From an optimization exercise on the open Yosys and OpenROAD flow, aimed at small area, a short achievable clock period and few clock cycles per item; shortcuts taken in it are not production practice. The RTL of this run was laid out without a check of its function.

File: design/flow/design.v
package redmule_pkg;
  typedef enum logic [2:0] {
    MX_FMT_E4M3 = 3'b000,
    MX_FMT_E5M2 = 3'b001,
    MX_FMT_E3M2 = 3'b010,
    MX_FMT_E2M3 = 3'b011,
    MX_FMT_E2M1 = 3'b100
  } mx_format_e;
endpackage
import redmule_pkg::*;
module redmule_mx_encoder
#(
    parameter int unsigned DATA_W = 256,
    parameter int unsigned BITW = 16,
    parameter int unsigned NUM_LANES = 32
)(
    input logic                    clk_i,
    input logic                   rst_ni,
    input logic [2:0]              mx_format_i,
    input logic                  fp16_valid_i,
    output logic                 fp16_ready_o,
    input logic [NUM_LANES*BITW-1:0]       fp16_data_i,
    output logic                         mx_val_valid_o,
    input  logic                         mx_val_ready_i,
    output logic [DATA_W-1:0]            mx_val_data_o,
    output logic                         mx_exp_valid_o,
    input  logic                         mx_exp_ready_i,
    output logic [7:0]                   mx_exp_data_o
);
localparam int unsigned ELEM_WIDTH = 8;
localparam int unsigned NUM_ELEMS = DATA_W / ELEM_WIDTH;
localparam int unsigned NUM_GROUPS = NUM_ELEMS / NUM_LANES;
localparam int BIAS_FP8_E4M3 = 7;
localparam int BIAS_FP8_E5M2 = 15;
localparam int BIAS_FP16     = 15;
logic [BITW-1:0]  fp16_lane [NUM_LANES];
logic [4:0]       e16_lane  [NUM_LANES];
genvar lane;
generate
  for (lane = 0; lane < NUM_LANES; lane++) begin : gen_lanes
    assign fp16_lane[lane] = fp16_data_i[BITW*lane +: BITW];
    assign e16_lane[lane]  = fp16_lane[lane][14:10];
  end
endgenerate
function automatic logic [7:0] compute_shared_exp(input logic [4:0] max_e16, input logic [2:0] fmt);
  int signed eM_unbiased;
  int signed scale_needed;
  int signed e8m0;
  int signed max_unbiased_e8;
  begin
    if (max_e16 == 5'd0) begin
      compute_shared_exp = 8'd127;
    end else begin
      case (fmt)
        MX_FMT_E5M2:  max_unbiased_e8 = 15;
        MX_FMT_E3M2:  max_unbiased_e8 = 3;
        MX_FMT_E2M3:  max_unbiased_e8 = 2;
        MX_FMT_E2M1:  max_unbiased_e8 = 2;
        default:       max_unbiased_e8 = 7;
      endcase
      eM_unbiased  = int'(max_e16) - BIAS_FP16;
      scale_needed = eM_unbiased - max_unbiased_e8;
      e8m0 = scale_needed + 127;
      if (e8m0 < 0)        compute_shared_exp = 8'd0;
      else if (e8m0 > 255) compute_shared_exp = 8'd255;
      else                 compute_shared_exp = e8m0[7:0];
    end
  end
endfunction
function automatic logic rne_round_up(
    input logic lsb, input logic round_bit, input logic sticky_bit
);
  logic [1:0] rs;
  begin
    rs = {round_bit, sticky_bit};
    unique case (rs)
      2'b00, 2'b01: rne_round_up = 1'b0;
      2'b10:        rne_round_up = lsb;
      2'b11:        rne_round_up = 1'b1;
      default:      rne_round_up = 1'b0;
    endcase
  end
endfunction
function automatic logic [ELEM_WIDTH-1:0] mx_max_finite(input logic s, input logic [2:0] fmt);
  case (fmt)
    MX_FMT_E5M2: mx_max_finite = {s, 5'b11110, 2'b11};
    MX_FMT_E3M2: mx_max_finite = {2'b0, s, 3'b110, 2'b11};
    MX_FMT_E2M3: mx_max_finite = {2'b0, s, 2'b11, 3'b111};
    MX_FMT_E2M1: mx_max_finite = {4'b0, s, 2'b11, 1'b1};
    default:      mx_max_finite = {s, 4'hE, 3'b111};
  endcase
endfunction
function automatic logic [ELEM_WIDTH-1:0] mx_inf(input logic s, input logic [2:0] fmt);
  case (fmt)
    MX_FMT_E5M2: mx_inf = {s, 5'b11111, 2'b00};
    MX_FMT_E3M2: mx_inf = {2'b0, s, 3'b111, 2'b00};
    MX_FMT_E2M3: mx_inf = {2'b0, s, 2'b11, 3'b111};
    MX_FMT_E2M1: mx_inf = {4'b0, s, 2'b11, 1'b1};
    default:      mx_inf = {s, 4'hF, 3'b000};
  endcase
endfunction
function automatic logic [ELEM_WIDTH-1:0] mx_nan(input logic s, input logic [2:0] fmt);
  case (fmt)
    MX_FMT_E5M2: mx_nan = {s, 5'b11111, 2'b01};
    MX_FMT_E3M2: mx_nan = {2'b0, s, 3'b111, 2'b01};
    MX_FMT_E2M3: mx_nan = {2'b0, s, 2'b11, 3'b111};
    MX_FMT_E2M1: mx_nan = {4'b0, s, 2'b11, 1'b1};
    default:      mx_nan = {s, 4'hF, 3'b001};
  endcase
endfunction
function automatic logic [ELEM_WIDTH-1:0] mx_normal_pack(
    input logic s,
    input logic signed [5:0] e8_biased,
    input logic [9:0] m16,
    input logic [2:0] fmt
);
  logic rbit, sbit, round_up;
  logic [4:0] e5_out; logic [1:0] m2_trunc, m2_round; logic c5;
  logic [2:0] e3_out; logic [1:0] m32_trunc, m32_round; logic c3;
  logic [1:0] e23_out; logic [2:0] m23_trunc, m23_round; logic c23;
  logic [1:0] e21_out; logic m21_trunc, m21_round; logic c21;
  logic [3:0] e4_out; logic [2:0] m43_trunc, m43_round; logic c4;
  begin
    mx_normal_pack = '0;
    rbit = 1'b0; sbit = 1'b0; round_up = 1'b0;
    case (fmt)
      MX_FMT_E5M2: begin
        e5_out = e8_biased[4:0]; m2_trunc = m16[9:8];
        rbit = m16[7]; sbit = |m16[6:0];
        round_up = rne_round_up(m2_trunc[0], rbit, sbit);
        {c5, m2_round} = {1'b0, m2_trunc} + round_up;
        if (c5) begin
          if (e5_out >= 5'b11110) begin e5_out = 5'b11110; m2_round = 2'b11; end
          else                    e5_out = e5_out + 5'd1;
        end
        mx_normal_pack = {s, e5_out, m2_round};
      end
      MX_FMT_E3M2: begin
        e3_out = e8_biased[2:0]; m32_trunc = m16[9:8];
        rbit = m16[7]; sbit = |m16[6:0];
        round_up = rne_round_up(m32_trunc[0], rbit, sbit);
        {c3, m32_round} = {1'b0, m32_trunc} + round_up;
        if (c3) begin
          if (e3_out >= 3'b110) begin e3_out = 3'b110; m32_round = 2'b11; end
          else                   e3_out = e3_out + 3'd1;
        end
        mx_normal_pack = {2'b0, s, e3_out, m32_round};
      end
      MX_FMT_E2M3: begin
        e23_out = e8_biased[1:0]; m23_trunc = m16[9:7];
        rbit = m16[6]; sbit = |m16[5:0];
        round_up = rne_round_up(m23_trunc[0], rbit, sbit);
        {c23, m23_round} = {1'b0, m23_trunc} + round_up;
        if (c23) begin
          if (e23_out >= 2'b11) begin e23_out = 2'b11; m23_round = 3'b111; end
          else                   e23_out = e23_out + 2'd1;
        end
        mx_normal_pack = {2'b0, s, e23_out, m23_round};
      end
      MX_FMT_E2M1: begin
        e21_out = e8_biased[1:0]; m21_trunc = m16[9];
        rbit = m16[8]; sbit = |m16[7:0];
        round_up = rne_round_up(m21_trunc, rbit, sbit);
        {c21, m21_round} = {1'b0, m21_trunc} + round_up;
        if (c21) begin
          if (e21_out >= 2'b11) begin e21_out = 2'b11; m21_round = 1'b1; end
          else                   e21_out = e21_out + 2'd1;
        end
        mx_normal_pack = {4'b0, s, e21_out, m21_round};
      end
      default: begin  
        e4_out = e8_biased[3:0]; m43_trunc = m16[9:7];
        rbit = m16[6]; sbit = |m16[5:0];
        round_up = rne_round_up(m43_trunc[0], rbit, sbit);
        {c4, m43_round} = {1'b0, m43_trunc} + round_up;
        if (c4) begin
          if (e4_out >= 4'hE) begin e4_out = 4'hE; m43_round = 3'b111; end
          else                 e4_out = e4_out + 4'd1;
        end
        mx_normal_pack = {s, e4_out, m43_round};
      end
    endcase
  end
endfunction
logic                   s1_v_q;
logic [BITW-1:0]        s1_buf_q   [NUM_LANES];
logic [4:0]             s1_e16_max_q;
logic                   s2_v_q;
logic [BITW-1:0]        s2_buf_q   [NUM_LANES];
logic [7:0]             s2_scale_q;
logic                   s3_v_q;
logic [7:0]             s3_scale_q;
logic                   s3_sign_q      [NUM_LANES];
logic [9:0]             s3_mant_q      [NUM_LANES];
logic [2:0]             s3_special_q   [NUM_LANES];
logic signed [5:0]      s3_e8_biased_q [NUM_LANES];
logic                   s4_v_q;
logic [DATA_W-1:0]      s4_val_q;
logic [7:0]             s4_scale_q;
logic [4:0] e16_max_in;
always_comb begin
  e16_max_in = 5'd0;
  for (int l = 0; l < NUM_LANES; l++) begin
    if (e16_lane[l] != 5'b0 && e16_lane[l] != 5'b11111)
      if (e16_lane[l] > e16_max_in)
        e16_max_in = e16_lane[l];
  end
end
logic [7:0] s2_scale_next;
assign s2_scale_next = compute_shared_exp(s1_e16_max_q, mx_format_i);
logic [2:0]             s3_special_next   [NUM_LANES];
logic signed [5:0]      s3_e8_biased_next [NUM_LANES];
logic                   s3_sign_next      [NUM_LANES];
logic [9:0]             s3_mant_next      [NUM_LANES];
always_comb begin
  for (int l = 0; l < NUM_LANES; l++) begin
    logic [BITW-1:0] fp16_val;
    logic        s_bit;
    logic [4:0]  e16;
    logic [9:0]  m16;
    int signed   delta, e8_unbiased, e8_biased_tmp;
    int signed   fp8_bias, max_unbiased;
    fp16_val = s2_buf_q[l];
    s_bit = fp16_val[15];
    e16   = fp16_val[14:10];
    m16   = fp16_val[9:0];
    case (mx_format_i)
      MX_FMT_E5M2: begin fp8_bias = BIAS_FP8_E5M2; max_unbiased = 15; end
      MX_FMT_E3M2: begin fp8_bias = 3;             max_unbiased = 3;  end
      MX_FMT_E2M3: begin fp8_bias = 1;             max_unbiased = 2;  end
      MX_FMT_E2M1: begin fp8_bias = 1;             max_unbiased = 2;  end
      default:      begin fp8_bias = BIAS_FP8_E4M3; max_unbiased = 7;  end
    endcase
    delta         = int'(s2_scale_q) - 127;
    e8_unbiased   = int'(e16) - BIAS_FP16 - delta;
    e8_biased_tmp = e8_unbiased + fp8_bias;
    s3_sign_next[l] = s_bit;
    s3_mant_next[l] = m16;
    if (e16 == 5'b0) begin
      s3_special_next[l]   = 3'd1;
      s3_e8_biased_next[l] = '0;
    end else if (e16 == 5'b11111) begin
      s3_special_next[l]   = (m16 == 0) ? 3'd2 : 3'd3;
      s3_e8_biased_next[l] = '0;
    end else if (e8_unbiased < -fp8_bias) begin
      s3_special_next[l]   = 3'd4;
      s3_e8_biased_next[l] = '0;
    end else if (e8_unbiased > max_unbiased) begin
      s3_special_next[l]   = 3'd5;
      s3_e8_biased_next[l] = '0;
    end else if (e8_biased_tmp <= 0) begin
      s3_special_next[l]   = 3'd4;
      s3_e8_biased_next[l] = '0;
    end else begin
      s3_special_next[l]   = 3'd0;
      s3_e8_biased_next[l] = 6'(e8_biased_tmp);
    end
  end
end
logic [DATA_W-1:0] s4_val_next;
always_comb begin
  s4_val_next = '0;
  for (int l = 0; l < NUM_LANES; l++) begin
    logic [ELEM_WIDTH-1:0] fp8_val;
    case (s3_special_q[l])
      3'd1:    fp8_val = {s3_sign_q[l], 7'b0};
      3'd2:    fp8_val = mx_inf(s3_sign_q[l], mx_format_i);
      3'd3:    fp8_val = mx_nan(s3_sign_q[l], mx_format_i);
      3'd4:    fp8_val = {s3_sign_q[l], 7'b0};
      3'd5:    fp8_val = mx_max_finite(s3_sign_q[l], mx_format_i);
      default: fp8_val = mx_normal_pack(s3_sign_q[l], s3_e8_biased_q[l], s3_mant_q[l], mx_format_i);
    endcase
    s4_val_next[ELEM_WIDTH*l +: ELEM_WIDTH] = fp8_val;
  end
end
logic out_handshake;
assign out_handshake = mx_val_valid_o && mx_val_ready_i && mx_exp_ready_i;
logic s4_ready, s3_ready, s2_ready, s1_ready;
assign s4_ready = !s4_v_q || out_handshake;
assign s3_ready = !s3_v_q || s4_ready;
assign s2_ready = !s2_v_q || s3_ready;
assign s1_ready = !s1_v_q || s2_ready;
assign fp16_ready_o = s1_ready;
logic s1_load, s2_advance, s3_advance, s4_advance;
assign s1_load    = fp16_valid_i && fp16_ready_o;
assign s2_advance = s1_v_q && s2_ready;
assign s3_advance = s2_v_q && s3_ready;
assign s4_advance = s3_v_q && s4_ready;
always_ff @(posedge clk_i or negedge rst_ni) begin
  if (!rst_ni) begin
    s1_v_q <= 1'b0;
    s2_v_q <= 1'b0;
    s3_v_q <= 1'b0;
    s4_v_q <= 1'b0;
    s1_e16_max_q <= 5'd0;
    s2_scale_q   <= 8'd0;
    s3_scale_q   <= 8'd0;
    s4_scale_q   <= 8'd0;
    s4_val_q     <= '0;
    for (int i = 0; i < NUM_LANES; i++) begin
      s1_buf_q[i]       <= '0;
      s2_buf_q[i]       <= '0;
      s3_sign_q[i]      <= 1'b0;
      s3_mant_q[i]      <= '0;
      s3_special_q[i]   <= '0;
      s3_e8_biased_q[i] <= '0;
    end
  end else begin
    if (s1_load) begin
      s1_v_q <= 1'b1;
      for (int l = 0; l < NUM_LANES; l++) s1_buf_q[l] <= fp16_lane[l];
      s1_e16_max_q <= e16_max_in;
    end else if (s2_advance) begin
      s1_v_q <= 1'b0;
    end
    if (s2_advance) begin
      s2_v_q <= 1'b1;
      for (int l = 0; l < NUM_LANES; l++) s2_buf_q[l] <= s1_buf_q[l];
      s2_scale_q <= s2_scale_next;
    end else if (s3_advance) begin
      s2_v_q <= 1'b0;
    end
    if (s3_advance) begin
      s3_v_q <= 1'b1;
      s3_scale_q <= s2_scale_q;
      for (int l = 0; l < NUM_LANES; l++) begin
        s3_sign_q[l]      <= s3_sign_next[l];
        s3_mant_q[l]      <= s3_mant_next[l];
        s3_special_q[l]   <= s3_special_next[l];
        s3_e8_biased_q[l] <= s3_e8_biased_next[l];
      end
    end else if (s4_advance) begin
      s3_v_q <= 1'b0;
    end
    if (s4_advance) begin
      s4_v_q <= 1'b1;
      s4_val_q   <= s4_val_next;
      s4_scale_q <= s3_scale_q;
    end else if (out_handshake) begin
      s4_v_q <= 1'b0;
    end
  end
end
assign mx_val_valid_o = s4_v_q;
assign mx_val_data_o  = s4_val_q;
assign mx_exp_valid_o = s4_v_q;
assign mx_exp_data_o  = s4_scale_q;
endmodule
File: design/flow/constraint.sdc
create_clock -name core_clock -period 66.0 [get_ports {clk_i}]
set_input_delay 13.2000 -clock core_clock [delete_from_list [all_inputs] [get_ports {clk_i}]]
set_output_delay 13.2000 -clock core_clock [all_outputs]
set_load 0.01 [all_outputs]
File: design/flow/config.mk
export PLATFORM = sky130hd
export DESIGN_NAME = redmule_mx_encoder
export DESIGN_NICKNAME = redmule_mx_encoder
export VERILOG_FILES = /design/flow/design.v
export SDC_FILE = /design/flow/constraint.sdc
export NUM_CORES = 4
export LEC_CHECK = 0
export CAP_MARGIN = 20
export CORE_MARGIN = 2
export CORE_UTILIZATION = 40
export PLACE_DENSITY = 0.6
export SLEW_MARGIN = 20
File: design/flow/run.sh
#!/bin/bash
# synth_recipe.tcl (not shown) runs the flow's synth.tcl, then flattens the netlist and writes it again
# the make line also repeats each setting of config.mk as NAME=value (left out here)
make -C /OpenROAD-flow-scripts/flow DESIGN_CONFIG=/design/flow/config.mk WORK_HOME=/design/flow/orfs CLKGATE_MAP_FILE= SYNTH_SCRIPT=/design/flow/synth_recipe.tcl finish
==> results.py <==
metrics = {
    "outcome": {
        "outcome": "timing/DRC/antenna clean",
    },
    "synthesis": {
        "synth_common_cells": "nand2_1 (4905), dfrtp_1 (1921), o21ai_0 (1027), ha_1 (966), a21oi_1 (792)",
        "yosys.cell_types.count": 104,
        "synth_seq_area_share": 0.389,
        "synth-async-reset-ratio": 1.00,
        "ys_top_cells_by_area": "dfrtp_1 (39%), nand2_1 (15%), ha_1 (9.8%), o21ai_0 (4.2%), a21oi_1 (3.2%)",
        "synth_edf_count": 0,
        "synth_top_area_frac": 0.389,
        "synthCells": 15300,
        "syn_area_per_cell_um2": 8.06,
        "synth-main-ff-cell": "dfrtp_1",
        "synth_nets": 16900,
        "synth_top_area_cell": "dfrtp_1",
        "ys_ff_latch": 1921,
        "synth_area_um2": 123000,
        "synth.most_common_cell": "nand2_1",
        "yosys_warnings": 13,
    },
    "cells_and_area": {
        "area_growth_syn_to_layout_pct": 16.7,
        "multiInputGateArea_um2": 70700,
        "fillers": 30400,
        "layout.nets": 17400,
        "drive_above_1_share": 0.0499,
        "design_area_um2": 144000,
        "seq_area_um2": 48100,
    },
    "worst_setup_path": {
        "max_stage_delay_ns": 0.49,
        "cp_common_cell": "ha_1",
        "crit_path_top_delay_cell": "clkdlybuf4s50_1",
        "worstPathMaxFanout": 14,
        "r2r-end": "s3_e8_biased_q[11][1]$_DFFE_PN0P_",
        "cp_data_arrival_time_ns": 63.16,
        "path_class": "in2reg",
        "rr_startpoint": "s2_scale_q[1]$_DFFE_PN0P_",
        "worst-path-buf-inv": 17,
        "r2r_slack_ns": 60.49,
        "endpoint_kind": "flop",
        "startpoint_type": "input port",
        "cp.required_ns": 66.76,
        "crit_family": "compound AO/OA/AOI/OAI gates",
        "reg2regPathDepth": 17,
    },
    "timing": {
        "fin_crit_ns": 62.40,
        "finalMaxSlewViolations": 0,
        "tightest_slew_ns": 1.38,
        "slew_headroom": 0.0798,
        "holdWs_ns": 0.445,
        "tns_ns": 0,
        "skew_ns": 0.0758,
        "setup_viol": 0,
        "hold_viol_final": 0,
        "finalCritPeriodShare": 0.945,
        "fmax_ghz": 0.0160,
    },
    "floorplanning": {
        "num_rows": 203,
        "start_util": 0.403,
        "core_um2": 307000,
        "die_width_um": 560,
        "io_pins": 787,
        "die_h_um": 560,
        "die-area_um2": 313000,
    },
    "hold_path": {
        "min_path_cells": 2,
        "hold_start": "s2_buf_q[23][2]$_DFFE_PN0P_",
        "hold_end": "s3_mant_q[23][2]$_DFFE_PN0P_",
        "hold_class": "reg2reg",
    },
    "grt": {
        "grtUsageMet1": 0.386,
        "met2_usage": 0.448,
        "antenna_found_initial": 52,
        "grt_pass1_vias": 107000,
        "overflow": 0,
        "gr-max-usage-layer": "met2",
        "grt_max_degree": 192,
        "grt_use_met3": 0.0368,
        "grt_pass1_wl_um": 688000,
        "track_usage": 0.284,
    },
    "route": {
        "firstDrtPassIters": 7,
        "ant_nets": 0,
        "drc_errors": 0,
        "drtIter0Drc": 10200,
        "vias_per_cell": 5.56,
        "num_vias": 112000,
        "totalWireLength_um": 456000,
        "routedWlPerCell_um": 22.7,
    },
    "placement": {
        "place_area_um2": 136000,
        "dpl.hpwl_um": 331000,
        "place_congestion": 0.947,
        "port_buffers": 786,
    },
    "flow_run": {
        "max_cap_violations": 0,
    },
    "cts": {
        "cts_root_buf": "clkbuf_16",
        "cts.sinks": 1921,
        "clk_pin_slew_ns": 0.06,
        "cts_tree": "done",
        "cts_buffers": 226,
        "cts_hold_buffers": 0,
        "htreeDepth": 4,
        "cts.path.max_buffers": 4,
        "clock_latency_ns": 0.93,
    },
}
layer usage:
layer  part of all wire  up-vias
li1                   -    53700
met2               0.45     3677
met5            0.00012        -
met4              0.051        8
met3              0.060      831
met1               0.44    53700
registers in the layout (all words and copies together), names as in the netlist, 32 cells and up:
signal	cells
s1_buf_q	512
s2_buf_q	512
s3_e8_biased_q	160
s3_mant_q	320
s3_sign_q	32
s3_special_q	96
s4_val_q	256
logic make-up (layout without fill, tap and decap cells):
| family | Yosys count | count (layout) | share of synthesized area |
|---|---|---|---|
| AOI/OAI and AO/OA | 3375 | 3376 | 0.175 |
| xor gates and xnor gates | 509 | 509 | 0.0361 |
| adders and majority gates | 1030 | 1030 | 0.108 |
| buffers and inverters | 1408 | 2094 | 0.0429 |
| DFF | 1921 | 1921 | 0.389 |
| muxes | 148 | 148 | 0.0125 |
| other | 0 | 24 | 0 |
| and+or+nand+nor | 6925 | 6925 | 0.236 |
timing repair:
| item | CTS | global route |
|---|---|---|
| cloned | 0 | 1 |
| pin swaps | 4 | 12 |
| setup buffers | 7 | 15 |
| setup endpoints to repair | 5 | 5 |
| resized for setup | 10 | 65 |
layout make-up:
type	count	area share
inverters	695	0.0182
flip-flops and latches	1921	0.334
diodes	24	0.000417
clock buffers	294	0.0437
well taps	4100	0.0356
multi-input cells	12000	0.491
repair buffers	983	0.0661
clock inverters	122	0.0115
worst reg2reg max path, cell delays in order (launching register included):
cell and delay [ns]:
dfrtp_1 0.44, ha_1 0.25, xnor2_2 0.41, buf_4 0.53
buf_4 0.54, ha_1 0.44, a21o_1 0.19, a21oi_1 0.24
o21ai_1 0.10, a21oi_1 0.24, o21bai_1 0.10, a21oi_1 0.19
xnor2_1 0.09, or4_1 0.51, nor3_1 0.20, mux2i_1 0.16
a311oi_1 0.53, a32o_1 0.27
cell usage in the layout (no fill, tap or decap), types with 227 or more instances in the layout:
cell	n
ha_1	966
nand2_1	4890
o21ai_0	1020
inv_1	686
clkdlybuf4s50_1	782
dfrtp_1	1921
nor2_1	717
clkbuf_16	227
a21oi_1	784
nand3_1	237
xnor2_1	317
worst max-delay path by stage:
stage	slack (ns)	to	cells past startpoint	from
after CTS	0.11	s1_e16_max_q[3]$_DFFE_PN0P_	254	fp16_data_i[11]
after floorplan	5.82	s1_e16_max_q[3]$_DFFE_PN0P_	261	fp16_data_i[14]
after global routing	-0.06	s1_e16_max_q[3]$_DFFE_PN0P_	253	fp16_data_i[11]
final	3.60	s1_e16_max_q[3]$_DFFE_PN0P_	252	fp16_data_i[11]
after detailed placement	-2.84	s1_e16_max_q[3]$_DFFE_PN0P_	252	fp16_data_i[11]
after global placement	-2.67	s1_e16_max_q[3]$_DFFE_PN0P_	251	fp16_data_i[11]
per-stage QoR:
step	std cells	util	worst slack [ns]
after floorplan	15300	-	5.82
after global placement	19700	0.442	-2.67
after detailed placement	19700	0.442	-2.84
final	20100	0.470	3.60
after global routing	20100	0.470	-0.0634
after CTS	20100	0.468	0.106

==> port drivers added, routing unchanged <==
In the flow no input, the clock included, has a driving cell. The finished layout below was timed again as built, in two steps.
Step 1 (the two cells are an assumption about what drives the block):
set clk [get_ports {clk_i}]
set_driving_cell -lib_cell sky130_fd_sc_hd__clkbuf_16 $clk
set_driving_cell -lib_cell sky130_fd_sc_hd__buf_2 [delete_from_list [all_inputs] $clk]
Step 2 also shifts input and output timing later by t, the mid clock arrival at the registers, as if the neighbouring blocks saw the same clock.
a / b / c = ideal / step 1 / step 2; a / b = the first two.
shift t [ns]: 0.996
slack for setup (ns): 3.598 / 3.674 / 2.678
worst hold slack (ns): 0.445 / 0.445 / 0.445
After both steps this run still meets setup and hold. The setup slack of this run moves by +0.076 ns with the drivers and by -0.920 ns with both steps.
